Context: an optimization exercise on an open-source flow, tuned for small area, a short achievable clock period and few clock cycles. The choices shown serve that exercise and are no tape-out recipe. Where RTL was checked, it was by simulation tests only, not by an equivalence proof against the original. No functional check of the RTL was part of run 2.

==> flow/design.v (outline; a module is shown in full before it is edited, if it fits) <==
// module alu: 113 lines
// module RegFile: 19 lines
// module BranchUnit: 107 lines
// module Bypassing: 136 lines
// module WakeUP: 190 lines
// module IF_stage: 63 lines
// module IPreD_stage: 414 lines
// module ID_stage: 377 lines
// module EXE_stage: 93 lines
// module PreMEM_stage: 155 lines
// module MEM_stage: 84 lines
// module WB_stage: 127 lines
// module YK_Core: 147 lines
module YK_Core(
    input  wire        clk,
    input  wire        reset,
    output wire        inst_sram_en,
    output wire [ 3:0] inst_sram_we,
    output wire [31:0] inst_sram_addr,
    output wire [31:0] inst_sram_wdata,
    input  wire [31:0] inst_sram_rdata,
    output wire        data_sram_en,
    output wire [ 3:0] data_sram_we,
    output wire [31:0] data_sram_addr,
    output wire [31:0] data_sram_wdata,
    input  wire [31:0] data_sram_rdata
);
  // ...
==> flow/run.sh <==
#!/bin/bash
# synth_recipe.tcl (not shown) runs the flow's synth.tcl, then flattens the netlist and writes it again
# the make line also repeats each setting of config.mk as NAME=value (left out here)
make -C /OpenROAD-flow-scripts/flow DESIGN_CONFIG=/design/flow/config.mk WORK_HOME=/design/flow/orfs CLKGATE_MAP_FILE= SYNTH_SCRIPT=/design/flow/synth_recipe.tcl finish
==> flow/config.mk <==
export PLATFORM = sky130hd
export DESIGN_NAME = YK_Core
export DESIGN_NICKNAME = YK_Core
export VERILOG_FILES = /design/flow/design.v
export SDC_FILE = /design/flow/constraint.sdc
export NUM_CORES = 4
export LEC_CHECK = 0
export CAP_MARGIN = 20
export CORE_MARGIN = 2
export CORE_UTILIZATION = 40
export SLEW_MARGIN = 20
==> flow/constraint.sdc <==
create_clock -name core_clock -period 20.0 [get_ports {clk}]
set_input_delay 4.0000 -clock core_clock [delete_from_list [all_inputs] [get_ports {clk}]]
set_output_delay 4.0000 -clock core_clock [all_outputs]
set_load 0.01 [all_outputs]
==> Implementation_results.wiki, run 1 <==
{| class="wikitable"
! Metric !! Value
|-
| Number of enable-type register cells in the synthesized netlist || 1024
|-
| IO Port Bufs || 166
|-
| Total number of sequential cells || 1619
|-
| Post-CTS Hold Fix Bufs || 0
|-
| Seq. cell area || 0.04272 mm^2
|-
| Area of the die || 0.3609 mm^2
|-
| First-iteration detailed-routing DRC count || 15300
|-
| Die X-Extent || 600.8 um
|-
| Setup repair after global routing missed its margin || no
|-
| Sequential share of cell area || 27.39%
|-
| Post-synthesis mux area share || 13.05%
|-
| Slew Limit Headroom || 15.46%
|-
| Worst Hold End || EXE_stage.ID_to_EXE_reg[125]
|-
| Die span in y || 600.8 um
|-
| Antenna cells || 27
|-
| Cell repeated most along the worst path || fa_1
|-
| Max Buffers Root-to-Sink || 4
|-
| Highest-count cells in the layout ignoring fill and taps || inv_1 (1725), fa_1 (1474), nor2_1 (1210), nand2_1 (1197), edfxtp_1 (1024)
|-
| Worst-path cell with the longest stage delay || clkinv_1
|-
| Area share of xor/xnor cells in the synthesized design || 1.571%
|-
| Final period utilization || 93.25%
|-
| Critical path launch point || EXE_stage.ID_to_EXE_reg[70]
|-
| Dominant kind of cell || multi-input combinational cells
|-
| Status || timing/DRC/antenna clean
|-
| Largest net degree at the start of global routing || 82
|-
| Top cell type's share of synthesized area || 21.59%
|-
| Destination of the worst register-to-register timing path || ID_stage.IPD_to_ID_reg[120]
|-
| Fraction of area in non-clock buffers || 3.138%
|-
| Hold Violations, Final || 0
|-
| Final Instance Count excl. Fillers || 18250
|-
| Std-Cell Core Area || 0.3551 mm^2
|-
| Global routing met2 resource utilization || 50.70%
|-
| Via count of the first global-routing pass || 113200
|}
Testbench counts, summed over its fixed seeds: cycles 66,269.
==> module YK_Core, before the edit <==
module YK_Core(
    input  wire        clk,
    input  wire        reset,
    output wire        inst_sram_en,
    output wire [ 3:0] inst_sram_we,
    output wire [31:0] inst_sram_addr,
    output wire [31:0] inst_sram_wdata,
    input  wire [31:0] inst_sram_rdata,
    output wire        data_sram_en,
    output wire [ 3:0] data_sram_we,
    output wire [31:0] data_sram_addr,
    output wire [31:0] data_sram_wdata,
    input  wire [31:0] data_sram_rdata
);
	wire sel_strcture_hazard = 1'b0;
	wire 			IF_allow_in		;
    wire            IPD_allow_in    ;
    wire            IF_to_IPD_valid ;
    wire            ID_allow_in     ;
    wire            IPD_to_ID_valid ;
    wire            EXE_allow_in    ;
    wire            ID_to_EXE_valid ;
    wire            MEM_allow_in    ;    
    wire            EXE_to_MEM_valid;    
    wire            WB_allow_in     ;
    wire            MEM_to_WB_valid ;
    wire [64-1:0]    IF_to_IPD_bus   ;
    wire [161-1:0]    IPD_to_ID_bus   ;
    wire [162-1:0]    ID_to_EXE_bus   ;
    wire [111-1:0]	EXE_to_PMEM_bus	;
	wire [113-1:0]	PMEM_to_MEM_bus	;
    wire [113-1:0]    MEM_to_WB_bus   ;
    wire [38-1:0]     WB_to_ID_bus    ;
    wire [33-1:0]     ID_to_IF_bus    ;
    wire [33-1:0]    ID_to_IPD_bus   ;
	wire [31:0]						IPD_to_BU_bus	;
	wire[40-1:0]		EXE_to_BY_bus	;
	wire[43-1:0]	PMEM_to_BY_bus	;
	wire[82-1:0]		MEM_to_BY_bus	;
	wire[40-1:0]		WB_to_BY_bus	;
	wire[160-1:0]		BY_to_ID_bus	;
	wire [31:0] 					debug_wb_pc     ;
    wire [3:0] 						debug_wb_rf_we  ;
    wire [4:0] 						debug_wb_rf_wnum;
    wire [31:0] 					debug_wb_rf_wdata;
    IF_stage IF_stage(
        .clk                (clk),
        .reset              (reset),
        .ID_to_IF_bus       (ID_to_IF_bus),
        .IF_to_IPD_bus      (IF_to_IPD_bus),
        .inst_ram_en        (inst_sram_en), 
        .inst_ram_addr      (inst_sram_addr),
        .inst_ram_w_en      (inst_sram_we),
        .inst_ram_r_data    (inst_sram_rdata),
        .inst_ram_w_data    (inst_sram_wdata), 
		.IF_allow_in		(IF_allow_in),
        .IPD_allow_in       (IPD_allow_in),
        .IF_to_IPD_valid    (IF_to_IPD_valid),
        .sel_strcture_hazard(sel_strcture_hazard)
    );
    IPreD_stage IPreD_stage(
        .clk                (clk),
	    .reset              (reset),
	    .IF_to_IPD_bus      (IF_to_IPD_bus),
	    .IPD_to_ID_bus      (IPD_to_ID_bus),
        .ID_to_IPD_bus      (ID_to_IPD_bus),
		.IPD_to_BU_bus		(IPD_to_BU_bus),
	    .ID_allow_in        (ID_allow_in),
	    .IF_to_IPD_valid    (IF_to_IPD_valid),
	    .IPD_allow_in       (IPD_allow_in),
	    .IPD_to_ID_valid    (IPD_to_ID_valid)
    );
    ID_stage ID_stage(
	    .clk                (clk),
	    .reset              (reset),
        .IPD_to_ID_bus      (IPD_to_ID_bus),
	    .ID_to_EXE_bus      (ID_to_EXE_bus),
	    .ID_to_IF_bus       (ID_to_IF_bus),  
        .ID_to_IPD_bus      (ID_to_IPD_bus),
	    .WB_to_ID_bus       (WB_to_ID_bus),  
		.BY_to_ID_bus		(BY_to_ID_bus),
		.IPD_to_BU_bus		(IPD_to_BU_bus),
		.IF_allow_in		(IF_allow_in),
	    .EXE_allow_in       (EXE_allow_in),
	    .IPD_to_ID_valid    (IPD_to_ID_valid),
	    .ID_allow_in        (ID_allow_in),
	    .ID_to_EXE_valid    (ID_to_EXE_valid)
    );
    EXE_stage EXE_stage(
	    .clk                (clk),
	    .reset              (reset),
	    .ID_to_EXE_bus      (ID_to_EXE_bus),
	    .EXE_to_PMEM_bus    (EXE_to_PMEM_bus),
		.EXE_to_BY_bus		(EXE_to_BY_bus),
	    .PMEM_allow_in      (PMEM_allow_in),
	    .EXE_to_PMEM_valid  (EXE_to_PMEM_valid),
	    .ID_to_EXE_valid    (ID_to_EXE_valid),
	    .EXE_allow_in       (EXE_allow_in)
    );
	PreMEM_stage PreMEM_stage(
    	.clk				(clk),
		.reset				(reset),
		.EXE_to_PMEM_bus	(EXE_to_PMEM_bus),
		.PMEM_to_MEM_bus	(PMEM_to_MEM_bus),
		.PMEM_to_BY_bus		(PMEM_to_BY_bus),
		.EXE_to_PMEM_valid	(EXE_to_PMEM_valid),
		.PMEM_allow_in		(PMEM_allow_in),
		.MEM_allow_in		(MEM_allow_in),
		.PMEM_to_MEM_valid	(PMEM_to_MEM_valid),
	    .data_ram_en        (data_sram_en),
	    .data_ram_addr      (data_sram_addr),
	    .data_ram_w_en      (data_sram_we),
	    .data_ram_r_data    (data_sram_rdata),
	    .data_ram_w_data    (data_sram_wdata)
);
    MEM_stage MEM_stage(
        .clk                (clk),
	    .reset              (reset),
	    .PMEM_to_MEM_bus    (PMEM_to_MEM_bus),
	    .MEM_to_WB_bus      (MEM_to_WB_bus),
		.MEM_to_BY_bus		(MEM_to_BY_bus),
	    .PMEM_to_MEM_valid  (PMEM_to_MEM_valid),
	    .MEM_allow_in       (MEM_allow_in),
	    .WB_allow_in        (WB_allow_in),
	    .MEM_to_WB_valid    (MEM_to_WB_valid)
    );
    WB_stage WB_stage(
	    .clk                (clk),
	    .reset              (reset),
	    .MEM_to_WB_bus      (MEM_to_WB_bus),
	    .WB_to_ID_bus       (WB_to_ID_bus),
		.WB_to_BY_bus		(WB_to_BY_bus),
	    .debug_wb_pc        (debug_wb_pc),
        .debug_wb_rf_wen    (debug_wb_rf_we),
        .debug_wb_rf_wnum   (debug_wb_rf_wnum),
        .debug_wb_rf_wdata  (debug_wb_rf_wdata),
	    .MEM_to_WB_valid    (MEM_to_WB_valid),
	    .WB_allow_in        (WB_allow_in)
    );
	Bypassing Bypassing(
	.EXE_to_BY_bus			(EXE_to_BY_bus),
	.PMEM_to_BY_bus			(PMEM_to_BY_bus),
	.MEM_to_BY_bus			(MEM_to_BY_bus),
	.WB_to_BY_bus			(WB_to_BY_bus),
	.BY_to_ID_bus			(BY_to_ID_bus)
    );
endmodule
==> run 2: changes to the inputs <==
==> flow/design.v (replaced) <==
module YK_Core(
    input  wire        clk,
    input  wire        reset,
    output wire        inst_sram_en,
    output wire [ 3:0] inst_sram_we,
    output wire [31:0] inst_sram_addr,
    output wire [31:0] inst_sram_wdata,
    input  wire [31:0] inst_sram_rdata,
    output wire        data_sram_en,
    output wire [ 3:0] data_sram_we,
    output wire [31:0] data_sram_addr,
    output wire [31:0] data_sram_wdata,
    input  wire [31:0] data_sram_rdata
);
    reg  [31:0] e_a, e_b, e_c;    
    reg  [ 4:0] e_rd;
    reg         e_we;             
    reg         e_add, e_sub, e_slt, e_sltu;
    reg         e_and, e_or, e_xor, e_nor;
    reg         e_shl, e_shr, e_sra;
    reg         e_mul, e_mulh, e_muls;
    reg         e_link;           
    reg         e_ld, e_st;
    reg  [ 1:0] e_size;           
    reg         e_ldu;
    reg         e_jmp;            
    reg         e_jirl;           
    reg         e_bcc;            
    reg         e_beq;            
    reg         e_bu;             
    reg         e_binv;           
    reg         e_mcyc;           
    reg  [48:0] e_acc;            
    reg  [31:0] pc;               
    wire        cmp_sub = e_sub | e_slt | e_sltu | e_bcc;
    wire [32:0] sum33   = {1'b0, e_a} + {1'b0, e_b ^ {32{cmp_sub}}} + {32'b0, cmp_sub};
    wire [31:0] sum     = sum33[31:0];
    wire        ltu     = ~sum33[32];
    wire        lts     = (e_a[31] ^ e_b[31]) ? e_a[31] : sum[31];
    wire        eq      = (e_a == e_b);
    wire [31:0] a_rev;
    genvar gi;
    generate for (gi = 0; gi < 32; gi = gi + 1) begin : g_rev
        assign a_rev[gi] = e_a[31-gi];
    end endgenerate
    wire [31:0] sh_in  = e_shl ? a_rev : e_a;
    wire [32:0] sh_ext = {e_sra & e_a[31], sh_in};
    wire [32:0] sh_out = $signed(sh_ext) >>> e_b[4:0];
    wire [31:0] sh_rev;
    generate for (gi = 0; gi < 32; gi = gi + 1) begin : g_rev2
        assign sh_rev[gi] = sh_out[31-gi];
    end endgenerate
    wire        [32:0] m_a  = {e_muls & e_a[31], e_a};
    wire        [16:0] m_b  = e_mcyc ? {e_muls & e_b[31], e_b[31:16]} : {1'b0, e_b[15:0]};
    wire        [32:0] m_ad = e_mcyc ? e_acc[48:16] : 33'b0;
    wire signed [48:0] m_s  = $signed(m_a) * $signed(m_b) + $signed(m_ad);
    wire        [31:0] mul_res = e_mulh ? m_s[47:16] : {m_s[15:0], e_acc[15:0]};
    wire [ 1:0] ba = sum[1:0];
    wire [ 7:0] ld_byte = ba[1] ? (ba[0] ? data_sram_rdata[31:24] : data_sram_rdata[23:16])
                                : (ba[0] ? data_sram_rdata[15: 8] : data_sram_rdata[ 7: 0]);
    wire [15:0] ld_half = ba[1] ? data_sram_rdata[31:16] : data_sram_rdata[15:0];
    wire [31:0] ld_res  = e_size[1] ? data_sram_rdata :
                          e_size[0] ? {{16{~e_ldu & ld_half[15]}}, ld_half} :
                                      {{24{~e_ldu & ld_byte[7]}}, ld_byte};
    wire [31:0] alu_res =
          ({32{e_add | e_sub}} & sum)
        | {31'b0, (e_slt & lts) | (e_sltu & ltu)}
        | ({32{e_and}} & (e_a & e_b))
        | ({32{e_or }} & (e_a | e_b))
        | ({32{e_xor}} & (e_a ^ e_b))
        | ({32{e_nor}} & ~(e_a | e_b))
        | ({32{e_shl}} & sh_rev)
        | ({32{e_shr}} & sh_out[31:0])
        | ({32{e_link}} & e_c);
    wire [31:0] e_res = e_ld ? ld_res : e_mul ? mul_res : alu_res;
    wire stall = e_mul & ~e_mcyc;
    wire lt       = e_bu ? ltu : lts;
    wire cond     = (e_beq ? eq : lt) ^ e_binv;
    wire redirect = e_jmp | e_jirl | (e_bcc & cond);
    wire [31:0] fetch_pc = redirect ? (e_jirl ? sum : e_c) : pc;
    assign data_sram_en    = e_ld | e_st;
    assign data_sram_addr  = sum;
    assign data_sram_we    = ~e_st ? 4'b0000 :
                             e_size[1] ? 4'b1111 :
                             e_size[0] ? (ba[1] ? 4'b1100 : 4'b0011) :
                             (4'b0001 << ba);
    assign data_sram_wdata = e_size[1] ? e_c :
                             e_size[0] ? {2{e_c[15:0]}} : {4{e_c[7:0]}};
    assign inst_sram_en    = 1'b1;
    assign inst_sram_we    = 4'b0;
    assign inst_sram_addr  = fetch_pc;
    assign inst_sram_wdata = 32'b0;
    reg  [31:0] rf [1:31];
    wire        rf_we = e_we & ~stall;
    always @(posedge clk) begin
        if (rf_we) rf[e_rd] <= e_res;
    end
    wire [31:0] ir = inst_sram_rdata;
    wire [4:0]  f_rd = ir[4:0];
    wire [4:0]  f_rj = ir[9:5];
    wire [4:0]  f_rk = ir[14:10];
    wire g_br   = ir[30];
    wire g_mem  = ~ir[30] & ir[29];
    wire g_u20  = ~ir[30] & ~ir[29] & ir[28];              
    wire g_i12  = ~ir[30] & ~ir[29] & ~ir[28] & ir[25];    
    wire g_shi  = ~ir[30] & ~ir[29] & ~ir[28] & ~ir[25] & ir[22];
    wire g_3r   = ~ir[30] & ~ir[29] & ~ir[28] & ~ir[25] & ~ir[22];
    wire d_jirl = g_br & ~ir[29] & ~ir[28];
    wire d_jmp  = g_br & ~ir[29] &  ir[28] & ~ir[27];      
    wire d_bl   = d_jmp & ir[26];
    wire d_bcc  = g_br & (ir[29] | (ir[28] & ir[27]));
    wire d_beq  = ~ir[29];
    wire d_st   = g_mem & ir[24];
    wire d_ld   = g_mem & ~ir[24];
    wire d_pcu  = g_u20 & ir[27];
    wire [4:0] f3 = ir[19:15];
    wire r_add  = g_3r & (f3 == 5'b00000);
    wire r_sub  = g_3r & (f3 == 5'b00010);
    wire r_slt  = g_3r & (f3 == 5'b00100);
    wire r_sltu = g_3r & (f3 == 5'b00101);
    wire r_nor  = g_3r & (f3 == 5'b01000);
    wire r_and  = g_3r & (f3 == 5'b01001);
    wire r_or   = g_3r & (f3 == 5'b01010);
    wire r_xor  = g_3r & (f3 == 5'b01011);
    wire r_sll  = g_3r & (f3 == 5'b01110);
    wire r_srl  = g_3r & (f3 == 5'b01111);
    wire r_sra  = g_3r & (f3 == 5'b10000);
    wire r_mul  = g_3r & f3[4] & f3[3];
    wire [2:0] f2 = ir[24:22];
    wire i_slt  = g_i12 & (f2 == 3'b000);
    wire i_sltu = g_i12 & (f2 == 3'b001);
    wire i_add  = g_i12 & (f2 == 3'b010);
    wire i_and  = g_i12 & (f2 == 3'b101);
    wire i_or   = g_i12 & (f2 == 3'b110);
    wire i_xor  = g_i12 & (f2 == 3'b111);
    wire d_writes = g_3r | g_i12 | g_shi | g_u20 | d_ld | d_jirl | d_bl;
    wire [4:0] d_rd = d_bl ? 5'd1 : f_rd;
    wire d_we = d_writes & (d_rd != 5'd0);
    wire [4:0]  ra1 = f_rj;
    wire [4:0]  ra2 = g_3r ? f_rk : f_rd;
    wire [31:0] rf1 = (ra1 == 5'd0) ? 32'b0 : rf[ra1];
    wire [31:0] rf2 = (ra2 == 5'd0) ? 32'b0 : rf[ra2];
    wire        by1 = e_we & (e_rd == ra1);
    wire        by2 = e_we & (e_rd == ra2);
    wire [31:0] v1  = by1 ? e_res : rf1;
    wire [31:0] v2  = by2 ? e_res : rf2;
    wire [31:0] si12  = {{20{ir[21]}}, ir[21:10]};
    wire [31:0] ui12  = {20'b0, ir[21:10]};
    wire [31:0] si20  = {ir[24:5], 12'b0};
    wire [31:0] offs16 = {{14{ir[25]}}, ir[25:10], 2'b0};
    wire [31:0] offs26 = {{4{ir[9]}}, ir[9:0], ir[25:10], 2'b0};
    wire [31:0] br_target = fetch_pc + (d_jmp ? offs26 : offs16);
    wire [31:0] pc4       = fetch_pc + 32'd4;
    wire [31:0] d_a = (d_pcu | d_bl) ? fetch_pc : (g_u20 ? 32'b0 : v1);
    wire [31:0] d_b = (g_3r | d_bcc) ? v2 :
                      g_u20          ? si20 :
                      d_jirl         ? offs16 :
                      d_bl           ? 32'd4 :
                      (g_i12 & ir[24]) ? ui12 : si12;
    wire [31:0] d_c = d_st ? v2 : d_jirl ? pc4 : br_target;
    always @(posedge clk) begin
        if (reset) begin
            pc     <= 32'h8000_0000;
            e_we   <= 1'b0;
            e_mul  <= 1'b0;
            e_mcyc <= 1'b0;
            e_ld   <= 1'b0;
            e_st   <= 1'b0;
            e_jmp  <= 1'b0;
            e_jirl <= 1'b0;
            e_bcc  <= 1'b0;
        end else if (stall) begin
            e_mcyc <= 1'b1;
        end else begin
            pc     <= pc4;
            e_we   <= d_we;
            e_mul  <= r_mul;
            e_mcyc <= 1'b0;
            e_ld   <= d_ld;
            e_st   <= d_st;
            e_jmp  <= d_jmp;
            e_jirl <= d_jirl;
            e_bcc  <= d_bcc;
        end
    end
    always @(posedge clk) begin
        if (stall) begin
            e_acc <= m_s;
        end else begin
            e_a    <= d_a;
            e_b    <= d_b;
            e_c    <= d_c;
            e_rd   <= d_rd;
            e_add  <= r_add | i_add | g_u20 | g_mem | d_bl;
            e_sub  <= r_sub;
            e_slt  <= r_slt | i_slt;
            e_sltu <= r_sltu | i_sltu;
            e_and  <= r_and | i_and;
            e_or   <= r_or | i_or;
            e_xor  <= r_xor | i_xor;
            e_nor  <= r_nor;
            e_shl  <= r_sll | (g_shi & ~ir[19] & ~ir[18]);
            e_shr  <= r_srl | r_sra | (g_shi & (ir[19] | ir[18]));
            e_sra  <= r_sra | (g_shi & ir[19]);
            e_mulh <= ir[15] | ir[16];
            e_muls <= ~ir[16];
            e_link <= d_jirl;
            e_size <= ir[23:22];
            e_ldu  <= ir[25];
            e_beq  <= d_beq;
            e_bu   <= ir[27];
            e_binv <= ir[26];
        end
    end
endmodule
==> Implementation_results.wiki, run 2 <==
{| class="wikitable"
! Metric !! Value
|-
| Top cell type's share of synthesized area || 39.16% (was 21.59%)
|-
| Cell types with the largest area share after synthesis || edfxtp_1 (39%), fa_1 (13%), mux4_2 (8.7%) (was edfxtp_1 (22%), fa_1 (21%), mux4_2 (11%))
|-
| Commonest cells in the netlist || edfxtp_1 (1162), nand2_1 (1146), inv_1 (782), fa_1 (565), clkbuf_1 (515) (was inv_1 (1732), fa_1 (1474), nor2_1 (1258), nand2_1 (1200), edfxtp_1 (1024))
|-
| Area of the die || 0.2266 mm^2 (was 0.3609 mm^2)
|-
| Highest-count cells in the layout ignoring fill and taps || edfxtp_1 (1162), nand2_1 (1146), inv_1 (781), fa_1 (565), a21oi_1 (393) (was inv_1 (1725), fa_1 (1474), nor2_1 (1210), nand2_1 (1197), edfxtp_1 (1024))
|-
| Aggregate global routing overflow || 0 (unchanged)
|-
| Most instantiated flip-flop cell in the synthesis netlist || edfxtp_1 (unchanged)
|-
| Starting density of the core || 40.16% (was 40.11%)
|-
| Most repeated cell in the gate-level netlist after synthesis || edfxtp_1 (was inv_1)
|-
| Setup violators final || 0 (unchanged)
|-
| Die span in y || 476.0 um (was 600.8 um)
|-
| Weighted congestion at the end of routability-driven global placement || 1.008 (was 1.077)
|-
| Worst Hold Path Cells || 2 (unchanged)
|-
| Root buffer selected by CTS || clkbuf_16 (unchanged)
|-
| IO Port Bufs || 165 (was 166)
|-
| Max-capacitance violation count || 0 (unchanged)
|-
| First-iteration detailed-routing DRC count || 8587 (was 15300)
|-
| Routed len/inst || 30.59 um (was 32.63 um)
|-
| Remaining antenna violation count || 0 (unchanged)
|-
| TritonCTS clock tree || yes (unchanged)
|-
| Required time at the endpoint of the critical path || 16000 ps (was 20790 ps)
|-
| Number of optimization iterations in the first detailed-route pass || 9 (was 10)
|-
| Least-Margin Pin Slew || 1289 ps (was 1264 ps)
|-
| Slew Limit Headroom || 13.69% (was 15.46%)
|-
| Vias post-DR || 69090 (was 113700)
|-
| Synth warnings || 1 (was 71)
|-
| First-pass GRT wire length || 484900 um (was 843700 um)
|-
| Count of clock tree sinks || 1202 (was 1619)
|-
| Final slew viol count || 0 (unchanged)
|-
| Crit path arrival time || 7800 ps (was 19440 ps)
|-
| Critical Path Source Type || flip-flop (unchanged)
|-
| Buffers and inverters on the worst path || 4 (was 12)
|-
| Count of cells resized by post-cts repair || 0 (unchanged)
|-
| Hold Violations, Final || 0 (unchanged)
|-
| Worst-path cell with the longest stage delay || mux2i_2 (was clkinv_1)
|-
| R2r setup slk || 9440 ps (was 1350 ps)
|-
| Post-route clock skew || 43.15 ps (was 108.3 ps)
|-
| Register bit total from synthesis || 1202 (was 1619)
|-
| Overall routed net length || 339300 um (was 595300 um)
|-
| Peak Freq || 84.76 MHz (was 53.62 MHz)
|-
| Number of standard-cell rows in the floorplan || 173 (was 219)
|-
| Top delay family on crit path || compound AO/OA/AOI/OAI gates (unchanged)
|-
| Most area-hungry cell type in the Yosys netlist || edfxtp_1 (unchanged)
|-
| Drt via density || 6.228 (was 6.229)
|-
| Std-Cell Core Area || 0.2219 mm^2 (was 0.3551 mm^2)
|-
| Gr usage total || 29.68% (was 32.51%)
|-
| Post-DP HPWL || 234000 um (was 440800 um)
|-
| Worst reg2reg path startpoint || e_mcyc (was EXE_stage.ID_to_EXE_reg[70])
|-
| Post-layout min period || 11800 ps (was 18650 ps)
|-
| Worst Hold End || pc[0] (was EXE_stage.ID_to_EXE_reg[125])
|-
| WS Path Type || reg -> out (was reg -> reg)
|-
| Final setup slack of the worst path || 8203 ps (was 1350 ps)
|-
| Worst Hold Class || reg -> reg (unchanged)
|-
| Number of top-level design ports || 204 (unchanged)
|-
| Sequential area share after synthesis || 40.06% (was 29.95%)
|-
| Number of enable-type register cells in the synthesized netlist || 1162 (was 1024)
|-
| Mean Syn Cell Area || 11.01 um^2 (was 10.54 um^2)
|-
| Hold path startpoint || pc[0] (was EXE_stage.ID_to_EXE_reg[125])
|-
| Destination of the worst register-to-register timing path || e_b[14] (was ID_stage.IPD_to_ID_reg[120])
|-
| Post-synthesis to final-layout area growth || 10.55% (was 9.521%)
|-
| Setup repair bufs after CTS || 0 (unchanged)
|-
| Setup repair after global routing missed its margin || no (unchanged)
|-
| Largest net degree at the start of global routing || 143 (was 82)
|-
| Register bank with the most flops || rf
|-
| Number of cells produced by synthesis || 8095 (was 13520)
|-
| Clock latency on the worst-skew pair || 780 ps (was 920 ps)
|-
| Status || timing/DRC/antenna clean (unchanged)
|-
| Worst setup slack before clock tree synthesis || 9256 ps (was 1986 ps)
|-
| Via count of the first global-routing pass || 67430 (was 113200)
|-
| Final period utilization || 58.99% (was 93.25%)
|-
| Critical path peak fanout || 31 (was 45)
|-
| Level count of the clock H-tree || 4 (unchanged)
|-
| Initial antenna violation count || 23 (was 40)
|-
| Async SR Flop Fraction || 0% (unchanged)
|-
| Flip-flop count of the largest register, all copies and words added || 992 (was 1024)
|-
| Post-route setup TNS || 0 ps (unchanged)
|-
| Post-CTS Hold Fix Bufs || 0 (unchanged)
|-
| Most common cell after layout, fill and taps aside || edfxtp_1 (was inv_1)
|-
| Final #Nets || 8885 (was 15450)
|-
| Die X-Extent || 476.0 um (was 600.8 um)
|-
| Num CTS Buffers || 134 (was 178)
|-
| Number of distinct library cell variants in the gate-level netlist after synthesis || 99 (was 113)
|-
| Utilization after layout || 44.40% (was 43.93%)
|-
| FF-to-FF path depth || 30 (was 54)
|-
| CP peak stage delay || 730 ps (was 920 ps)
|-
| Layout cells sized above 1 || 11.68% (was 11.76%)
|-
| Kind of end point of the critical path || output pin (was flip-flop)
|-
| Post-route DRC || 0 (unchanged)
|-
| Netlist area before placement || 0.08911 mm^2 (was 0.1424 mm^2)
|-
| Clock input transition at the sequential cells of the worst setup and hold paths || 60 ps (about the same)
|-
| Series of cell instances along the critical path || nor4_2, buf_4, xnor2_1, ha_1, a21oi_1, o21ai_0, a211o_1, or3_1, o221ai_1, a21oi_1, a21boi_0, o21ai_4, buf_4, mux2i_2, inv_1, clkdlybuf4s50_1
|-
| Max Buffers Root-to-Sink || 3 (was 4)
|}
==> run 2: cell count changes in the layout (fill, tap and decap cells not counted), sizes merged, moves of 171 or more <==
cell and delta:
o21ai -171, dfxtp -555, ha -333, mux4 -322
fa -909, buf -182, nor2 -892, a21oi -193
and2 +273, inv -960
==> run 2: worst max-delay path by stage <==
stage                     cells past startpoint                start  slack [ps]                end
after CTS                                    16               e_sltu        8450  inst_sram_addr[6]
after global placement                       16  inst_sram_rdata[25]        9350            e_c[11]
after floorplan                              31               e_b[2]       10360             e_c[8]
after global routing                         16               e_sltu        8140  inst_sram_addr[6]
after detailed placement                     16               e_sltu        9260  inst_sram_addr[6]
final                                        16               e_sltu        8200  inst_sram_addr[6]
==> run 2: cell type report <==
class	count	area [um^2]
Clock buffer	180	3628
Antenna cell	13	32.53
Sequential cell	1202	35700
Multi-Input combinational cell	5495	48530
Tap cell	2975	3722
Timing Repair Buffer	389	3463
Inverter	786	2952
Fill cell	20530	123400
Clock inverter	53	481.7
==> run 2: stage by stage <==
stage	cells	area (um^2)	hold WS (ps)
after global placement	10850	94330	441.4
after global routing	11090	98490	481.0
after detailed placement	10850	94350	450.9
after floorplan	8130	89240	432.2
after CTS	11080	98460	459.0
final	11090	98510	459.5
==> run 2: routing by layer <==
metal	wire, um	share of wire (%)	track usage (%)	up-vias
met2	150700	44	44.87	4062
met1	129800	38	39.00	35260
li1	-	-	-	28810
met5	63	0.019	0	-
met3	34360	10	6.270	938
met4	24360	7.2	18.47	10
==> run 2: cell families (layout without fill, tap and decap cells) <==
kind of cell	count (synthesis)	count (layout)	share of synthesized area [%]
flops	1202	1202	40.06
buf+inv	1433	1408	6.294
fa+ha+maj	811	811	16.15
simple gates	2255	2255	11.42
xor+xnor	163	163	1.602
mux	652	652	12.34
compound gates	1577	1577	12.13
other cells	2	50	0.008428
==> run 2: worst min-delay path: stages (launching register included) <==
cell and delay (ps):
dfxtp_1 310, nand2_1 50, a21oi_1 50
==> run 3: changes to the inputs <==
--- a/flow/design.v
+++ b/flow/design.v
@@ -15,7 +15,7 @@
     reg  [31:0] e_a, e_b, e_c;    
     reg  [ 4:0] e_rd;
     reg         e_we;             
-    reg         e_add, e_sub, e_slt, e_sltu;
+    reg         e_add, e_sub, e_slt, e_cs;
     reg         e_and, e_or, e_xor, e_nor;
     reg         e_shl, e_shr, e_sra;
     reg         e_mul, e_mulh, e_muls;
@@ -27,16 +27,12 @@
     reg         e_jirl;           
     reg         e_bcc;            
     reg         e_beq;            
-    reg         e_bu;             
     reg         e_binv;           
     reg         e_mcyc;           
     reg  [48:0] e_acc;            
     reg  [31:0] pc;               
-    wire        cmp_sub = e_sub | e_slt | e_sltu | e_bcc;
-    wire [32:0] sum33   = {1'b0, e_a} + {1'b0, e_b ^ {32{cmp_sub}}} + {32'b0, cmp_sub};
-    wire [31:0] sum     = sum33[31:0];
-    wire        ltu     = ~sum33[32];
-    wire        lts     = (e_a[31] ^ e_b[31]) ? e_a[31] : sum[31];
+    wire [31:0] sum     = e_a + e_b + {31'b0, e_sub};
+    wire        lt      = $signed({e_cs & e_a[31], e_a}) < $signed({e_cs & e_b[31], e_b});
     wire        eq      = (e_a == e_b);
     wire [31:0] a_rev;
     genvar gi;
@@ -51,9 +47,33 @@
         assign sh_rev[gi] = sh_out[31-gi];
     end endgenerate
     wire        [32:0] m_a  = {e_muls & e_a[31], e_a};
-    wire        [16:0] m_b  = e_mcyc ? {e_muls & e_b[31], e_b[31:16]} : {1'b0, e_b[15:0]};
+    wire        [17:0] m_b  = {e_b[17:16] & {2{e_mcyc}}, e_b[15:0]};
     wire        [32:0] m_ad = e_mcyc ? e_acc[48:16] : 33'b0;
-    wire signed [48:0] m_s  = $signed(m_a) * $signed(m_b) + $signed(m_ad);
+    wire        [18:0] m_bx = {m_b, 1'b0};
+    reg         [48:0] m_rows [0:8];
+    reg         [48:0] m_negs;
+    integer mi;
+    always @* begin
+        m_negs = 49'b0;
+        for (mi = 0; mi < 9; mi = mi + 1) begin : booth
+            reg b0, b1, b2, one, two, neg;
+            reg [33:0] x;
+            b0  = m_bx[2*mi];
+            b1  = m_bx[2*mi+1];
+            b2  = m_bx[2*mi+2];
+            one = b1 ^ b0;
+            two = (b2 & ~b1 & ~b0) | (~b2 & b1 & b0);
+            neg = b2 & ~(b1 & b0);
+            x   = (({34{one}} & {m_a[32], m_a}) | ({34{two}} & {m_a, 1'b0})) ^ {34{neg}};
+            x[33] = ~x[33];
+            m_rows[mi] = {15'b0, x} << (2*mi);
+            m_negs[2*mi] = neg;
+        end
+    end
+    localparam [48:0] M_K = 49'h1_5555_0000_0000;
+    wire        [48:0] m_s = m_rows[0] + m_rows[1] + m_rows[2] + m_rows[3] + m_rows[4]
+                           + m_rows[5] + m_rows[6] + m_rows[7] + m_rows[8]
+                           + m_negs + {16'b0, ~m_ad[32], m_ad[31:0]} + M_K;
     wire        [31:0] mul_res = e_mulh ? m_s[47:16] : {m_s[15:0], e_acc[15:0]};
     wire [ 1:0] ba = sum[1:0];
     wire [ 7:0] ld_byte = ba[1] ? (ba[0] ? data_sram_rdata[31:24] : data_sram_rdata[23:16])
@@ -64,7 +84,7 @@
                                       {{24{~e_ldu & ld_byte[7]}}, ld_byte};
     wire [31:0] alu_res =
           ({32{e_add | e_sub}} & sum)
-        | {31'b0, (e_slt & lts) | (e_sltu & ltu)}
+        | {31'b0, e_slt & lt}
         | ({32{e_and}} & (e_a & e_b))
         | ({32{e_or }} & (e_a | e_b))
         | ({32{e_xor}} & (e_a ^ e_b))
@@ -74,10 +94,9 @@
         | ({32{e_link}} & e_c);
     wire [31:0] e_res = e_ld ? ld_res : e_mul ? mul_res : alu_res;
     wire stall = e_mul & ~e_mcyc;
-    wire lt       = e_bu ? ltu : lts;
     wire cond     = (e_beq ? eq : lt) ^ e_binv;
-    wire redirect = e_jmp | e_jirl | (e_bcc & cond);
-    wire [31:0] fetch_pc = redirect ? (e_jirl ? sum : e_c) : pc;
+    wire br_go    = e_jmp | (e_bcc & cond);
+    wire [31:0] fetch_pc = e_jirl ? sum : br_go ? e_c : pc;
     assign data_sram_en    = e_ld | e_st;
     assign data_sram_addr  = sum;
     assign data_sram_we    = ~e_st ? 4'b0000 :
@@ -138,8 +157,16 @@
     wire d_we = d_writes & (d_rd != 5'd0);
     wire [4:0]  ra1 = f_rj;
     wire [4:0]  ra2 = g_3r ? f_rk : f_rd;
-    wire [31:0] rf1 = (ra1 == 5'd0) ? 32'b0 : rf[ra1];
-    wire [31:0] rf2 = (ra2 == 5'd0) ? 32'b0 : rf[ra2];
+    reg  [31:0] rf1, rf2;
+    integer ri;
+    always @* begin
+        rf1 = 32'b0;
+        rf2 = 32'b0;
+        for (ri = 1; ri < 32; ri = ri + 1) begin
+            rf1 = rf1 | ({32{ra1 == ri}} & rf[ri]);
+            rf2 = rf2 | ({32{ra2 == ri}} & rf[ri]);
+        end
+    end
     wire        by1 = e_we & (e_rd == ra1);
     wire        by2 = e_we & (e_rd == ra2);
     wire [31:0] v1  = by1 ? e_res : rf1;
@@ -184,32 +211,35 @@
         end
     end
     always @(posedge clk) begin
-        if (stall) begin
-            e_acc <= m_s;
-        end else begin
+        if (!stall) begin
             e_a    <= d_a;
-            e_b    <= d_b;
-            e_c    <= d_c;
             e_rd   <= d_rd;
-            e_add  <= r_add | i_add | g_u20 | g_mem | d_bl;
-            e_sub  <= r_sub;
-            e_slt  <= r_slt | i_slt;
-            e_sltu <= r_sltu | i_sltu;
-            e_and  <= r_and | i_and;
-            e_or   <= r_or | i_or;
-            e_xor  <= r_xor | i_xor;
-            e_nor  <= r_nor;
-            e_shl  <= r_sll | (g_shi & ~ir[19] & ~ir[18]);
-            e_shr  <= r_srl | r_sra | (g_shi & (ir[19] | ir[18]));
-            e_sra  <= r_sra | (g_shi & ir[19]);
             e_mulh <= ir[15] | ir[16];
             e_muls <= ~ir[16];
-            e_link <= d_jirl;
-            e_size <= ir[23:22];
-            e_ldu  <= ir[25];
-            e_beq  <= d_beq;
-            e_bu   <= ir[27];
-            e_binv <= ir[26];
-        end
+        end
+    end
+    always @(posedge clk) begin
+        if (stall) e_b <= {{16{e_muls & e_b[31]}}, e_b[31:16]};
+        else       e_b <= d_b ^ {32{r_sub}};
+    end
+    always @(posedge clk) begin
+        e_acc  <= m_s;
+        e_c    <= d_c;
+        e_add  <= r_add | i_add | g_u20 | g_mem | d_bl;
+        e_sub  <= r_sub;
+        e_slt  <= r_slt | i_slt | r_sltu | i_sltu;
+        e_cs   <= r_slt | i_slt | (d_bcc & ~ir[27]);
+        e_and  <= r_and | i_and;
+        e_or   <= r_or | i_or;
+        e_xor  <= r_xor | i_xor;
+        e_nor  <= r_nor;
+        e_shl  <= r_sll | (g_shi & ~ir[19] & ~ir[18]);
+        e_shr  <= r_srl | r_sra | (g_shi & (ir[19] | ir[18]));
+        e_sra  <= r_sra | (g_shi & ir[19]);
+        e_link <= d_jirl;
+        e_size <= ir[23:22];
+        e_ldu  <= ir[25];
+        e_beq  <= d_beq;
+        e_binv <= ir[26];
     end
 endmodule
==> Implementation_results.wiki, run 3 <==
{| class="wikitable"
! Metric !! Value
|-
| Status || timing/DRC/antenna clean (unchanged)
|-
| Root buffer selected by CTS || clkbuf_16 (unchanged)
|-
| Top cell type's share of synthesized area || 40.06% (was 39.16%)
|-
| Post-route clock skew || 86.05 ps (was 43.15 ps)
|-
| Setup violators final || 0 (unchanged)
|-
| Clock latency on the worst-skew pair || 830 ps (was 780 ps)
|-
| Max Buffers Root-to-Sink || 3 (unchanged)
|-
| Sequential area share after synthesis || 44.46% (was 40.06%)
|-
| Setup repair after global routing missed its margin || no (unchanged)
|-
| Final hold slack || 454.9 ps (was 459.5 ps)
|-
| Slew Limit Headroom || 5.102% (was 13.69%)
|-
| Placed Instance Area || 0.08290 mm^2 (was 0.09435 mm^2)
|-
| Aggregate global routing overflow || 0 (unchanged)
|-
| Via count of the first global-routing pass || 67430 (about the same)
|-
| Peak Freq || 85.09 MHz (was 84.76 MHz)
|-
| Routed len/inst || 41.16 um (was 30.59 um)
|-
| Highest-count cells in the layout ignoring fill and taps || edfxtp_1 (1031), a22oi_1 (537), nand2_1 (404), inv_1 (385), a221oi_1 (349) (was edfxtp_1 (1162), nand2_1 (1146), inv_1 (781), fa_1 (565), a21oi_1 (393))
|-
| Cell types with the largest area share after synthesis || edfxtp_1 (40%), fa_1 (6.6%), a22oi_1 (5.2%) (was edfxtp_1 (39%), fa_1 (13%), mux4_2 (8.7%))
|-
| Commonest cells in the netlist || edfxtp_1 (1031), a22oi_1 (537), clkbuf_1 (499), nand2_1 (404), inv_1 (386) (was edfxtp_1 (1162), nand2_1 (1146), inv_1 (782), fa_1 (565), clkbuf_1 (515))
|-
| IO Port Bufs || 165 (unchanged)
|-
| TritonCTS clock tree || yes (unchanged)
|-
| Overall routed net length || 402200 um (was 339300 um)
|-
| Remaining antenna violation count || 0 (unchanged)
|-
| Most common cell after layout, fill and taps aside || edfxtp_1 (unchanged)
|-
| Area of the multi-input gates || 0.04009 mm^2 (was 0.04853 mm^2)
|-
| Die span in y || 443.6 um (was 476.0 um)
|-
| Max-capacitance violation count || 0 (unchanged)
|-
| Crit path arrival time || 7750 ps (was 7800 ps)
|-
| Number of optimization iterations in the first detailed-route pass || 12 (was 9)
|-
| Setup repair bufs after CTS || 0 (unchanged)
|-
| Starting density of the core || 40.21% (was 40.16%)
|-
| Number of standard-cell rows in the floorplan || 161 (was 173)
|-
| Flip-flop count of the largest register, all copies and words added || 992 (unchanged)
|-
| Level count of the clock H-tree || 4 (unchanged)
|-
| Post-route DRC || 0 (unchanged)
|-
| First-pass GRT wire length || 546000 um (was 484900 um)
|-
| Initial antenna violation count || 31 (was 23)
|-
| Netlist area before placement || 0.07728 mm^2 (was 0.08911 mm^2)
|-
| Std-Cell Core Area || 0.1922 mm^2 (was 0.2219 mm^2)
|-
| First-iteration detailed-routing DRC count || 15340 (was 8587)
|-
| Least-Margin Pin Slew || 1411 ps (was 1289 ps)
|-
| Post-layout min period || 11750 ps (was 11800 ps)
|-
| Post-DP HPWL || 254900 um (was 234000 um)
|-
| Post-layout instance area || 0.08762 mm^2 (was 0.09851 mm^2)
|-
| Required time at the endpoint of the critical path || 16000 ps (about the same)
|-
| Seq. cell area || 0.03437 mm^2 (was 0.03570 mm^2)
|-
| Gr usage total || 39.48% (was 29.68%)
|-
| Worst Hold Class || reg -> reg (unchanged)
|-
| Number of cells produced by synthesis || 7113 (was 8095)
|-
| Critical Path Source Type || flip-flop (unchanged)
|-
| Register bank with the most flops || rf (unchanged)
|-
| Register bit total from synthesis || 1201 (was 1202)
|-
| Largest net degree at the start of global routing || 76 (was 143)
|-
| Async SR Flop Fraction || 0% (unchanged)
|-
| Most instantiated flip-flop cell in the synthesis netlist || edfxtp_1 (unchanged)
|-
| Num CTS Buffers || 130 (was 134)
|-
| Post-synthesis to final-layout area growth || 13.38% (was 10.55%)
|-
| Die X-Extent || 443.6 um (was 476.0 um)
|-
| Kind of end point of the critical path || output pin (unchanged)
|-
| Final setup slack of the worst path || 8248 ps (was 8203 ps)
|-
| Synth warnings || 2 (was 1)
|-
| Critical path launch point || e_b[3] (was e_sltu)
|-
| Area of the die || 0.1967 mm^2 (was 0.2266 mm^2)
|-
| Final slew viol count || 0 (unchanged)
|-
| Final #Nets || 7695 (was 8885)
|-
| Most repeated cell in the gate-level netlist after synthesis || edfxtp_1 (unchanged)
|-
| Vias post-DR || 72340 (was 69090)
|-
| Number of enable-type register cells in the synthesized netlist || 1031 (was 1162)
|-
| Clock input transition at the sequential cells of the worst setup and hold paths || 60 ps (about the same)
|-
| Post-route setup TNS || 0 ps (unchanged)
|-
| Drt via density || 7.404 (was 6.228)
|-
| Weighted congestion at the end of routability-driven global placement || 1.025 (was 1.008)
|-
| Layout cells sized above 1 || 11.10% (was 11.68%)
|-
| Most area-hungry cell type in the Yosys netlist || edfxtp_1 (unchanged)
|-
| Hold path startpoint || pc[1] (was pc[0])
|-
| Number of top-level design ports || 204 (unchanged)
|-
| Post-CTS Hold Fix Bufs || 0 (unchanged)
|-
| Fill count || 17660 (was 20530)
|-
| Final period utilization || 58.76% (was 58.99%)
|-
| Worst reg2reg path startpoint || e_b[3] (was e_mcyc)
|-
| Count of cells resized by post-cts repair || 0 (unchanged)
|-
| Count of clock tree sinks || 1201 (was 1202)
|-
| Number of distinct library cell variants in the gate-level netlist after synthesis || 104 (was 99)
|-
| Mean Syn Cell Area || 10.87 um^2 (was 11.01 um^2)
|-
| Worst setup slack before clock tree synthesis || 9353 ps (was 9256 ps)
|-
| Hold Violations, Final || 0 (unchanged)
|-
| WS Path Type || reg -> out (unchanged)
|-
| Critical path peak fanout || 37 (was 31)
|}
[run 3: changes by cell type after synthesis, moves of 138 or more]
cell      previous run  this run
a211oi_1           244        57
a221oi_1            26       350
a22o_1               7       320
a22oi_1             39       537
a311oi_1           191         4
and2_1             329        61
fa_1               565       253
inv_1              782       386
mux2i_1            234        96
mux4_2             345        36
nand2_1           1146       404
[run 3: metrics by stage]
| stage | util [%] | cells |
|---|---|---|
| CTS | 45.49 | 9730 |
| global placement | 43.14 | 9498 |
| global route | 45.55 | 9737 |
| floorplan | - | 7148 |
| finish | 45.60 | 9771 |
| detailed placement | 43.14 | 9498 |
[run 3: logic make-up (layout without fill, tap and decap cells)]
kind of cell | Yosys count | in the layout | share of synthesized area (%)
AO/OA/AOI/OAI | 2321 | 2321 | 22.48
buffers and inverters | 1033 | 1092 | 5.304
other | 2 | 75 | 0.009718
XOR/XNOR | 404 | 404 | 4.596
AND/OR/NAND/NOR | 1456 | 1456 | 9.335
flip-flops | 1201 | 1201 | 44.46
adder cells (fa/ha/maj) | 522 | 522 | 10.91
multiplexers | 174 | 174 | 2.904
[run 3: path summary, 6_finish.rpt]
check	endpoint	cells after the start	slack, ps
worst max register to register	e_b[5]	31	9790
worst min register to register	pc[1]	2	450
worst max-delay path	inst_sram_addr[19]	13	8250
worst min-delay path	pc[1]	2	450
[run 3: area by class of cell]
class | instances | share of cell area [%]
diodes | 38 | 0.1085
clock buffers | 155 | 3.938
clock inverters | 77 | 1.211
inverters | 396 | 1.699
multi-input cells | 4914 | 45.75
flip-flops and latches | 1201 | 39.22
well taps | 2526 | 3.607
repair buffers | 464 | 4.464
[run 3: layer usage]
layer | part of all wire [%] | global-route usage [%] | up-vias
met5 | 0.15 | 1.123 | -
met4 | 9.2 | 27.75 | 28
met3 | 16 | 16.26 | 2091
met2 | 41 | 56.43 | 7491
met1 | 34 | 47.99 | 35220
li1 | - | - | 27520
[run 3: critical path, stage by stage (launching register included)]
cell and delay [ps]:
dfxtp_1 310, buf_4 370, clkinv_1 680, ha_1 700, nor2b_1 70, o21ai_0 260
nand3b_1 140, a2111oi_1 950, nand4_2 380, a21boi_2 670, or3_1 580, o221ai_1 680
inv_1 500, clkdlybuf4s50_1 620
Testbench counts of run 3, summed over its fixed seeds: cycles 52,834.
==> run 4: changes to the inputs <==
--- a/flow/design.v
+++ b/flow/design.v
@@ -12,68 +12,93 @@
     output wire [31:0] data_sram_wdata,
     input  wire [31:0] data_sram_rdata
 );
-    reg  [31:0] e_a, e_b, e_c;    
+    reg  [31:0] e_p, e_g;
+    reg  [31:0] e_c;              
     reg  [ 4:0] e_rd;
     reg         e_we;             
-    reg         e_add, e_sub, e_slt, e_cs;
+    reg         e_add, e_slt, e_cs;
     reg         e_and, e_or, e_xor, e_nor;
     reg         e_shl, e_shr, e_sra;
-    reg         e_mul, e_mulh, e_muls;
+    reg         e_mul, e_mulh;
     reg         e_link;           
     reg         e_ld, e_st;
     reg  [ 1:0] e_size;           
     reg         e_ldu;
-    reg         e_jmp;            
+    reg         e_jj;             
     reg         e_jirl;           
-    reg         e_bcc;            
-    reg         e_beq;            
-    reg         e_binv;           
+    reg         e_tbeq, e_tbne;   
+    reg         e_tblt, e_tbge;   
     reg         e_mcyc;           
     reg  [48:0] e_acc;            
+    reg  [32:0] e_ma;             
+    reg  [26:0] e_bd;             
+    reg  [26:0] e_bh;             
+    reg  [ 4:0] e_sh;             
+    reg         e_cin;            
     reg  [31:0] pc;               
-    wire [31:0] sum     = e_a + e_b + {31'b0, e_sub};
-    wire        lt      = $signed({e_cs & e_a[31], e_a}) < $signed({e_cs & e_b[31], e_b});
-    wire        eq      = (e_a == e_b);
+    reg  [32:0] ka_g, ka_p;
+    integer ki, kl;
+    always @* begin
+        ka_g = {e_g, e_cin};
+        ka_p = {e_p, 1'b0};
+        for (kl = 1; kl < 33; kl = kl * 2)
+            for (ki = 32; ki >= kl; ki = ki - 1) begin
+                ka_g[ki] = ka_g[ki] | (ka_p[ki] & ka_g[ki-kl]);
+                ka_p[ki] = ka_p[ki] & ka_p[ki-kl];
+            end
+    end
+    wire [31:0] sum     = e_p ^ ka_g[31:0];
+    wire        ltu     = ~ka_g[32];
+    wire        lt      = (e_cs & ~e_p[31]) ? e_g[31] : ltu;
+    wire        eq      = &e_p;
     wire [31:0] a_rev;
     genvar gi;
     generate for (gi = 0; gi < 32; gi = gi + 1) begin : g_rev
-        assign a_rev[gi] = e_a[31-gi];
+        assign a_rev[gi] = e_p[31-gi];
     end endgenerate
-    wire [31:0] sh_in  = e_shl ? a_rev : e_a;
-    wire [32:0] sh_ext = {e_sra & e_a[31], sh_in};
-    wire [32:0] sh_out = $signed(sh_ext) >>> e_b[4:0];
+    wire [31:0] sh_in  = e_shl ? a_rev : e_p;
+    wire [32:0] sh_ext = {e_sra & e_p[31], sh_in};
+    wire [32:0] sh_out = $signed(sh_ext) >>> e_sh;
     wire [31:0] sh_rev;
     generate for (gi = 0; gi < 32; gi = gi + 1) begin : g_rev2
         assign sh_rev[gi] = sh_out[31-gi];
     end endgenerate
-    wire        [32:0] m_a  = {e_muls & e_a[31], e_a};
-    wire        [17:0] m_b  = {e_b[17:16] & {2{e_mcyc}}, e_b[15:0]};
+    wire        [32:0] m_a  = e_ma;
     wire        [32:0] m_ad = e_mcyc ? e_acc[48:16] : 33'b0;
-    wire        [18:0] m_bx = {m_b, 1'b0};
-    reg         [48:0] m_rows [0:8];
-    reg         [48:0] m_negs;
+    localparam [48:0] M_K = 49'h1_5554_0000_0000;
+    reg         [48:0] m_rows [0:9];
     integer mi;
     always @* begin
-        m_negs = 49'b0;
         for (mi = 0; mi < 9; mi = mi + 1) begin : booth
-            reg b0, b1, b2, one, two, neg;
+            reg one, two, neg;
             reg [33:0] x;
-            b0  = m_bx[2*mi];
-            b1  = m_bx[2*mi+1];
-            b2  = m_bx[2*mi+2];
-            one = b1 ^ b0;
-            two = (b2 & ~b1 & ~b0) | (~b2 & b1 & b0);
-            neg = b2 & ~(b1 & b0);
+            one = e_bd[3*mi];
+            two = e_bd[3*mi+1];
+            neg = e_bd[3*mi+2];
             x   = (({34{one}} & {m_a[32], m_a}) | ({34{two}} & {m_a, 1'b0})) ^ {34{neg}};
             x[33] = ~x[33];
             m_rows[mi] = {15'b0, x} << (2*mi);
-            m_negs[2*mi] = neg;
-        end
-    end
-    localparam [48:0] M_K = 49'h1_5555_0000_0000;
-    wire        [48:0] m_s = m_rows[0] + m_rows[1] + m_rows[2] + m_rows[3] + m_rows[4]
-                           + m_rows[5] + m_rows[6] + m_rows[7] + m_rows[8]
-                           + m_negs + {16'b0, ~m_ad[32], m_ad[31:0]} + M_K;
+            if (mi > 0) m_rows[mi][2*mi-2] = e_bd[3*mi-1];
+        end
+        m_rows[0] = m_rows[0] | M_K;
+        m_rows[9] = {15'b0, ~m_ad[32], m_ad[32], m_ad[31:0]};
+    end
+    function [97:0] csa;
+        input [48:0] x, y, z;
+        begin
+            csa[48:0]  = x ^ y ^ z;
+            csa[97:49] = {(x[47:0] & y[47:0]) | (x[47:0] & z[47:0]) | (y[47:0] & z[47:0]), 1'b0};
+        end
+    endfunction
+    wire [97:0] t1a = csa(m_rows[0], m_rows[1], m_rows[2]);
+    wire [97:0] t1b = csa(m_rows[3], m_rows[4], m_rows[5]);
+    wire [97:0] t1c = csa(m_rows[6], m_rows[7], m_rows[8]);
+    wire [97:0] t2a = csa(t1a[48:0], t1a[97:49], t1b[48:0]);
+    wire [97:0] t2b = csa(t1b[97:49], t1c[48:0], t1c[97:49]);
+    wire [97:0] t3a = csa(t2a[48:0], t2a[97:49], m_rows[9]);
+    wire [97:0] t4a = csa(t3a[48:0], t3a[97:49], t2b[48:0]);
+    wire [97:0] t5a = csa(t4a[48:0], t4a[97:49], t2b[97:49]);
+    wire        [48:0] m_s = t5a[48:0] + t5a[97:49];
     wire        [31:0] mul_res = e_mulh ? m_s[47:16] : {m_s[15:0], e_acc[15:0]};
     wire [ 1:0] ba = sum[1:0];
     wire [ 7:0] ld_byte = ba[1] ? (ba[0] ? data_sram_rdata[31:24] : data_sram_rdata[23:16])
@@ -83,20 +108,21 @@
                           e_size[0] ? {{16{~e_ldu & ld_half[15]}}, ld_half} :
                                       {{24{~e_ldu & ld_byte[7]}}, ld_byte};
     wire [31:0] alu_res =
-          ({32{e_add | e_sub}} & sum)
+          ({32{e_add}} & sum)
         | {31'b0, e_slt & lt}
-        | ({32{e_and}} & (e_a & e_b))
-        | ({32{e_or }} & (e_a | e_b))
-        | ({32{e_xor}} & (e_a ^ e_b))
-        | ({32{e_nor}} & ~(e_a | e_b))
+        | ({32{e_and}} & e_g)
+        | ({32{e_or }} & (e_g | e_p))
+        | ({32{e_xor}} & e_p)
+        | ({32{e_nor}} & ~(e_g | e_p))
         | ({32{e_shl}} & sh_rev)
         | ({32{e_shr}} & sh_out[31:0])
         | ({32{e_link}} & e_c);
-    wire [31:0] e_res = e_ld ? ld_res : e_mul ? mul_res : alu_res;
+    wire [31:0] e_byp = e_ld ? ld_res : alu_res;
+    wire [31:0] e_res = e_mul ? mul_res : e_byp;
     wire stall = e_mul & ~e_mcyc;
-    wire cond     = (e_beq ? eq : lt) ^ e_binv;
-    wire br_go    = e_jmp | (e_bcc & cond);
-    wire [31:0] fetch_pc = e_jirl ? sum : br_go ? e_c : pc;
+    wire        redirect = e_jj | (e_tbeq & eq) | (e_tbne & ~eq) | (e_tblt & lt) | (e_tbge & ~lt);
+    wire [31:0] target   = e_jirl ? sum : e_c;
+    wire [31:0] fetch_pc = redirect ? target : pc;
     assign data_sram_en    = e_ld | e_st;
     assign data_sram_addr  = sum;
     assign data_sram_we    = ~e_st ? 4'b0000 :
@@ -152,6 +178,8 @@
     wire i_and  = g_i12 & (f2 == 3'b101);
     wire i_or   = g_i12 & (f2 == 3'b110);
     wire i_xor  = g_i12 & (f2 == 3'b111);
+    wire d_shift = r_sll | r_srl | r_sra | g_shi;
+    wire d_cin = r_sub | r_slt | r_sltu | i_slt | i_sltu | d_bcc;
     wire d_writes = g_3r | g_i12 | g_shi | g_u20 | d_ld | d_jirl | d_bl;
     wire [4:0] d_rd = d_bl ? 5'd1 : f_rd;
     wire d_we = d_writes & (d_rd != 5'd0);
@@ -169,13 +197,31 @@
     end
     wire        by1 = e_we & (e_rd == ra1);
     wire        by2 = e_we & (e_rd == ra2);
-    wire [31:0] v1  = by1 ? e_res : rf1;
-    wire [31:0] v2  = by2 ? e_res : rf2;
+    wire [31:0] v1  = by1 ? e_byp : rf1;
+    wire [31:0] v2  = by2 ? e_byp : rf2;
+    wire        use1 = ~g_u20 & ~d_jmp;
+    wire        use2 = g_3r | d_bcc | d_st;
+    wire        hazard = e_mul & e_mcyc & ((by1 & use1) | (by2 & use2));
     wire [31:0] si12  = {{20{ir[21]}}, ir[21:10]};
     wire [31:0] ui12  = {20'b0, ir[21:10]};
     wire [31:0] si20  = {ir[24:5], 12'b0};
     wire [31:0] offs16 = {{14{ir[25]}}, ir[25:10], 2'b0};
     wire [31:0] offs26 = {{4{ir[9]}}, ir[9:0], ir[25:10], 2'b0};
+    wire        d_ms = ~ir[16] & v2[31];
+    wire [18:0] d_mlo = {2'b00, v2[15:0], 1'b0};
+    wire [18:0] d_mhi = {d_ms, d_ms, v2[31:16], 1'b0};
+    reg  [26:0] d_bd_lo, d_bd_hi;
+    integer di;
+    always @* begin
+        for (di = 0; di < 9; di = di + 1) begin
+            d_bd_lo[3*di]   = d_mlo[2*di+1] ^ d_mlo[2*di];
+            d_bd_lo[3*di+1] = (d_mlo[2*di+2] & ~d_mlo[2*di+1] & ~d_mlo[2*di]) | (~d_mlo[2*di+2] & d_mlo[2*di+1] & d_mlo[2*di]);
+            d_bd_lo[3*di+2] = d_mlo[2*di+2] & ~(d_mlo[2*di+1] & d_mlo[2*di]);
+            d_bd_hi[3*di]   = d_mhi[2*di+1] ^ d_mhi[2*di];
+            d_bd_hi[3*di+1] = (d_mhi[2*di+2] & ~d_mhi[2*di+1] & ~d_mhi[2*di]) | (~d_mhi[2*di+2] & d_mhi[2*di+1] & d_mhi[2*di]);
+            d_bd_hi[3*di+2] = d_mhi[2*di+2] & ~(d_mhi[2*di+1] & d_mhi[2*di]);
+        end
+    end
     wire [31:0] br_target = fetch_pc + (d_jmp ? offs26 : offs16);
     wire [31:0] pc4       = fetch_pc + 32'd4;
     wire [31:0] d_a = (d_pcu | d_bl) ? fetch_pc : (g_u20 ? 32'b0 : v1);
@@ -185,6 +231,7 @@
                       d_bl           ? 32'd4 :
                       (g_i12 & ir[24]) ? ui12 : si12;
     wire [31:0] d_c = d_st ? v2 : d_jirl ? pc4 : br_target;
+    wire [31:0] d_bx = d_shift ? 32'b0 : d_b ^ {32{d_cin}};
     always @(posedge clk) begin
         if (reset) begin
             pc     <= 32'h8000_0000;
@@ -193,11 +240,24 @@
             e_mcyc <= 1'b0;
             e_ld   <= 1'b0;
             e_st   <= 1'b0;
-            e_jmp  <= 1'b0;
-            e_jirl <= 1'b0;
-            e_bcc  <= 1'b0;
+            e_jj   <= 1'b0;
+            e_tbeq <= 1'b0;
+            e_tbne <= 1'b0;
+            e_tblt <= 1'b0;
+            e_tbge <= 1'b0;
         end else if (stall) begin
             e_mcyc <= 1'b1;
+        end else if (hazard) begin
+            e_we   <= 1'b0;
+            e_mul  <= 1'b0;
+            e_mcyc <= 1'b0;
+            e_ld   <= 1'b0;
+            e_st   <= 1'b0;
+            e_jj   <= 1'b0;
+            e_tbeq <= 1'b0;
+            e_tbne <= 1'b0;
+            e_tblt <= 1'b0;
+            e_tbge <= 1'b0;
         end else begin
             pc     <= pc4;
             e_we   <= d_we;
@@ -205,28 +265,36 @@
             e_mcyc <= 1'b0;
             e_ld   <= d_ld;
             e_st   <= d_st;
-            e_jmp  <= d_jmp;
-            e_jirl <= d_jirl;
-            e_bcc  <= d_bcc;
+            e_jj   <= d_jmp | d_jirl;
+            e_tbeq <= d_bcc & d_beq & ~ir[26];
+            e_tbne <= d_bcc & d_beq & ir[26];
+            e_tblt <= d_bcc & ~d_beq & ~ir[26];
+            e_tbge <= d_bcc & ~d_beq & ir[26];
         end
     end
     always @(posedge clk) begin
         if (!stall) begin
-            e_a    <= d_a;
             e_rd   <= d_rd;
             e_mulh <= ir[15] | ir[16];
-            e_muls <= ~ir[16];
-        end
-    end
-    always @(posedge clk) begin
-        if (stall) e_b <= {{16{e_muls & e_b[31]}}, e_b[31:16]};
-        else       e_b <= d_b ^ {32{r_sub}};
+        end
+    end
+    always @(posedge clk) begin
+        if (stall) begin
+            e_bd <= e_bh;
+        end else if (r_mul) begin
+            e_ma <= {~ir[16] & v1[31], v1};
+            e_bd <= d_bd_lo;
+            e_bh <= d_bd_hi;
+        end
     end
     always @(posedge clk) begin
         e_acc  <= m_s;
+        e_p    <= d_a ^ d_bx;
+        e_g    <= d_a & d_bx;
+        e_cin  <= d_cin;
+        e_sh   <= d_b[4:0];
         e_c    <= d_c;
-        e_add  <= r_add | i_add | g_u20 | g_mem | d_bl;
-        e_sub  <= r_sub;
+        e_add  <= r_add | r_sub | i_add | g_u20 | g_mem | d_bl;
         e_slt  <= r_slt | i_slt | r_sltu | i_sltu;
         e_cs   <= r_slt | i_slt | (d_bcc & ~ir[27]);
         e_and  <= r_and | i_and;
@@ -239,7 +307,6 @@
         e_link <= d_jirl;
         e_size <= ir[23:22];
         e_ldu  <= ir[25];
-        e_beq  <= d_beq;
-        e_binv <= ir[26];
+        e_jirl <= d_jirl;
     end
 endmodule
==> flow/flow/run.sh (new file) <==
#!/bin/bash
# The standard layout, with timing repair aimed below the design's period:
# gate sizing at the floorplan, then sizing and buffering after CTS and global
# routing, each with a setup margin.
set -euo pipefail
SETUP_SLACK_MARGIN=13 bash standard.sh synth floorplan > flow_synth_floorplan.log 2>&1
SETUP_SLACK_MARGIN=12.5 bash standard.sh finish > flow_place_route.log 2>&1
==> flow/standard.sh (new file) <==
#!/bin/bash
# synth_recipe.tcl (not shown) runs the flow's synth.tcl, then flattens the netlist and writes it again
# the make line also repeats each setting of config.mk as NAME=value (left out here)
make -C /OpenROAD-flow-scripts/flow DESIGN_CONFIG=/design/flow/config.mk WORK_HOME=/design/flow/orfs CLKGATE_MAP_FILE= SYNTH_SCRIPT=/design/flow/synth_recipe.tcl "${@:-finish}"
--- a/flow/config.mk
+++ b/flow/config.mk
@@ -7,5 +7,5 @@
 export LEC_CHECK = 0
 export CAP_MARGIN = 20
 export CORE_MARGIN = 2
-export CORE_UTILIZATION = 40
+export CORE_UTILIZATION = 45
 export SLEW_MARGIN = 20
removed: flow/run.sh
==> Implementation_results.wiki, run 4 <==
{| class="wikitable"
! Metric !! Value
|-
| Most repeated cell in the gate-level netlist after synthesis || edfxtp_1 (unchanged)
|-
| Top layer used by detailed routing || met5 (unchanged)
|-
| IO Port Bufs || 165 (unchanged)
|-
| Post-route DRC || 0 (unchanged)
|-
| Sequential area share after synthesis || 46.68% (was 44.46%)
|-
| Netlist area before placement || 0.07854 mm^2 (was 0.07728 mm^2)
|-
| Largest net degree at the start of global routing || 56 (was 76)
|-
| Critical path peak fanout || 10 (was 37)
|-
| Post-DP HPWL || 240100 um (was 254900 um)
|-
| Detailed-routing wirelength on met1 || 131900 um (was 136200 um)
|-
| CP peak stage delay || 430 ps (was 950 ps)
|-
| Num CTS Buffers || 138 (was 130)
|-
| Die X-Extent || 421.8 um (was 443.6 um)
|-
| Met3 wirelength from detailed routing || 70600 um (was 63570 um)
|-
| Root buffer selected by CTS || clkbuf_16 (unchanged)
|-
| Commonest cells in the netlist || edfxtp_1 (1083), a22oi_1 (678), clkbuf_1 (429), nor2_1 (402), nand2_1 (378) (was edfxtp_1 (1031), a22oi_1 (537), clkbuf_1 (499), nand2_1 (404), inv_1 (386))
|-
| Clock input transition at the sequential cells of the worst setup and hold paths || 70 ps (was 60 ps)
|-
| Status || timing/DRC/antenna clean (unchanged)
|-
| Max-capacitance violation count || 0 (unchanged)
|-
| Synth warnings || 2 (unchanged)
|}
-- run 4: cell types whose count changed after synthesis, moves of 33 or more --
cell,change
o211ai_1,-51
a22o_1,-33
dfxtp_1,+37
a22oi_1,+141
buf_2,+82
edfxtp_1,+52
clkbuf_1,-70
o21ai_0,-61
ha_1,-99
xnor2_1,+61
nor2_1,+74
a221oi_1,-43
-- run 4: worst register-to-register path, cell delays in order, from the launching register on --
cell and delay [ps]:
edfxtp_1 350, buf_8 330, a22oi_1 190, xnor2_1 170
fa_1 520, inv_1 70, fa_1 580, fa_1 470
fa_1 510, inv_1 50, fa_1 440, ha_1 370
a2111oi_2 500, o311a_1 400, o31ai_1 170, a21o_1 200
a21oi_1 160, xnor2_1 200, mux2i_1 920, a21oi_2 130
buf_4 270
-- run 4: repair_timing --
action                                   CTS  global route
pin swaps                                127            99
gates cloned                              19             8
hold buffers                               0             0
resized for setup                        674           300
buffers inserted                         311           123
endpoints found under the setup margin  1016           905
-- run 4: cell families (layout without fill, tap and decap cells) --
family,after synthesis,in the layout,synth area share [%]
AO/OA/AOI/OAI,2232,2242,21.35
XOR/XNOR,452,452,5.041
adder cells (fa/ha/maj),424,424,9.183
buffers and inverters,1028,1513,5.405
flip-flops,1290,1290,46.68
multiplexers,216,216,3.546
other,2,65,0.009562
AND/OR/NAND/NOR,1436,1440,8.780
-- run 4: stage by stage --
stage          hold slack (ps)  setup WS (ps)  cell area, um^2  std cells
2_1_floorplan            441.6          12600            79310       7116
5_1_grt                  513.4          12240            96180       9950
4_1_cts                  487.2          12310            93860       9808
3_5_place_dp             472.4           9729            83820       9226
3_3_place_gp             459.6           9763            83790       9226
6_report                 491.6          12270            96220       9967
-- run 4: path summary, 6_finish.rpt --
kind / cells past startpoint / slack, ps / from / end
setup reg to reg: 20 / 12700 / e_bd[12] / rf[12][11]
hold reg to reg: 1 / 490 / e_tbne / e_tbne
setup / recovery: 14 / 12270 / e_p[8] / inst_sram_addr[24]
hold / removal: 1 / 490 / e_tbne / e_tbne
-- run 4: layout make-up --
type	count	area share [%]
multi-input cells	4812	43.10
clock buffers	168	3.793
well taps	2325	3.023
clock inverters	84	1.021
inverters	381	1.503
repair buffers	880	9.248
diodes	27	0.07022
flip-flops and latches	1290	38.25
-- run 4: routing by layer --
layer | GRT usage [%] | up-vias
li1 | - | 28070
met1 | 52.24 | 35920
met2 | 59.18 | 7996
met3 | 20.50 | 2390
met4 | 30.13 | 33
met5 | 0.8065 | -
Testbench counts of run 4, summed over its fixed seeds: cycles 53,018.

## re-timing with driven ports
No port has a modelled driver above. Below, the same layouts with a new extraction and two added sets of constraints.
Step 1, drivers: a clkbuf_16 drives clk and a buf_2 each remaining input, both assumed.
Step 2 moves the port delays by t, midway between the first and last clock arrival at a register: inputs arrive t later, outputs are due t later. That takes back most of the time a late clock gives input paths.
a / b / c = no drivers / after step 1 / after step 2; a / b = the first two.
| run | shift t [ns] | setup WS [ns] | worst setup path after step 2 | worst register clock-pin slew, ns |
|---|---|---|---|---|
| run 1 | 0.978 | 1.350 / 1.350 / 1.350 | register to register | 0.07 / 0.07 |
| run 2 | 0.847 | 8.203 / 8.117 / 8.964 | register to output | 0.07 / 0.07 |
| run 3 | 0.875 | 8.248 / 8.159 / 9.034 | register to output | 0.07 / 0.07 |
| run 4 | 0.888 | 12.265 / 12.183 / 11.516 | input to register | 0.07 / 0.07 |
After both steps every run listed still meets setup and hold. The setup slack of run 4, which loses most, moves by -0.082 ns with the drivers and by -0.749 ns with both steps.
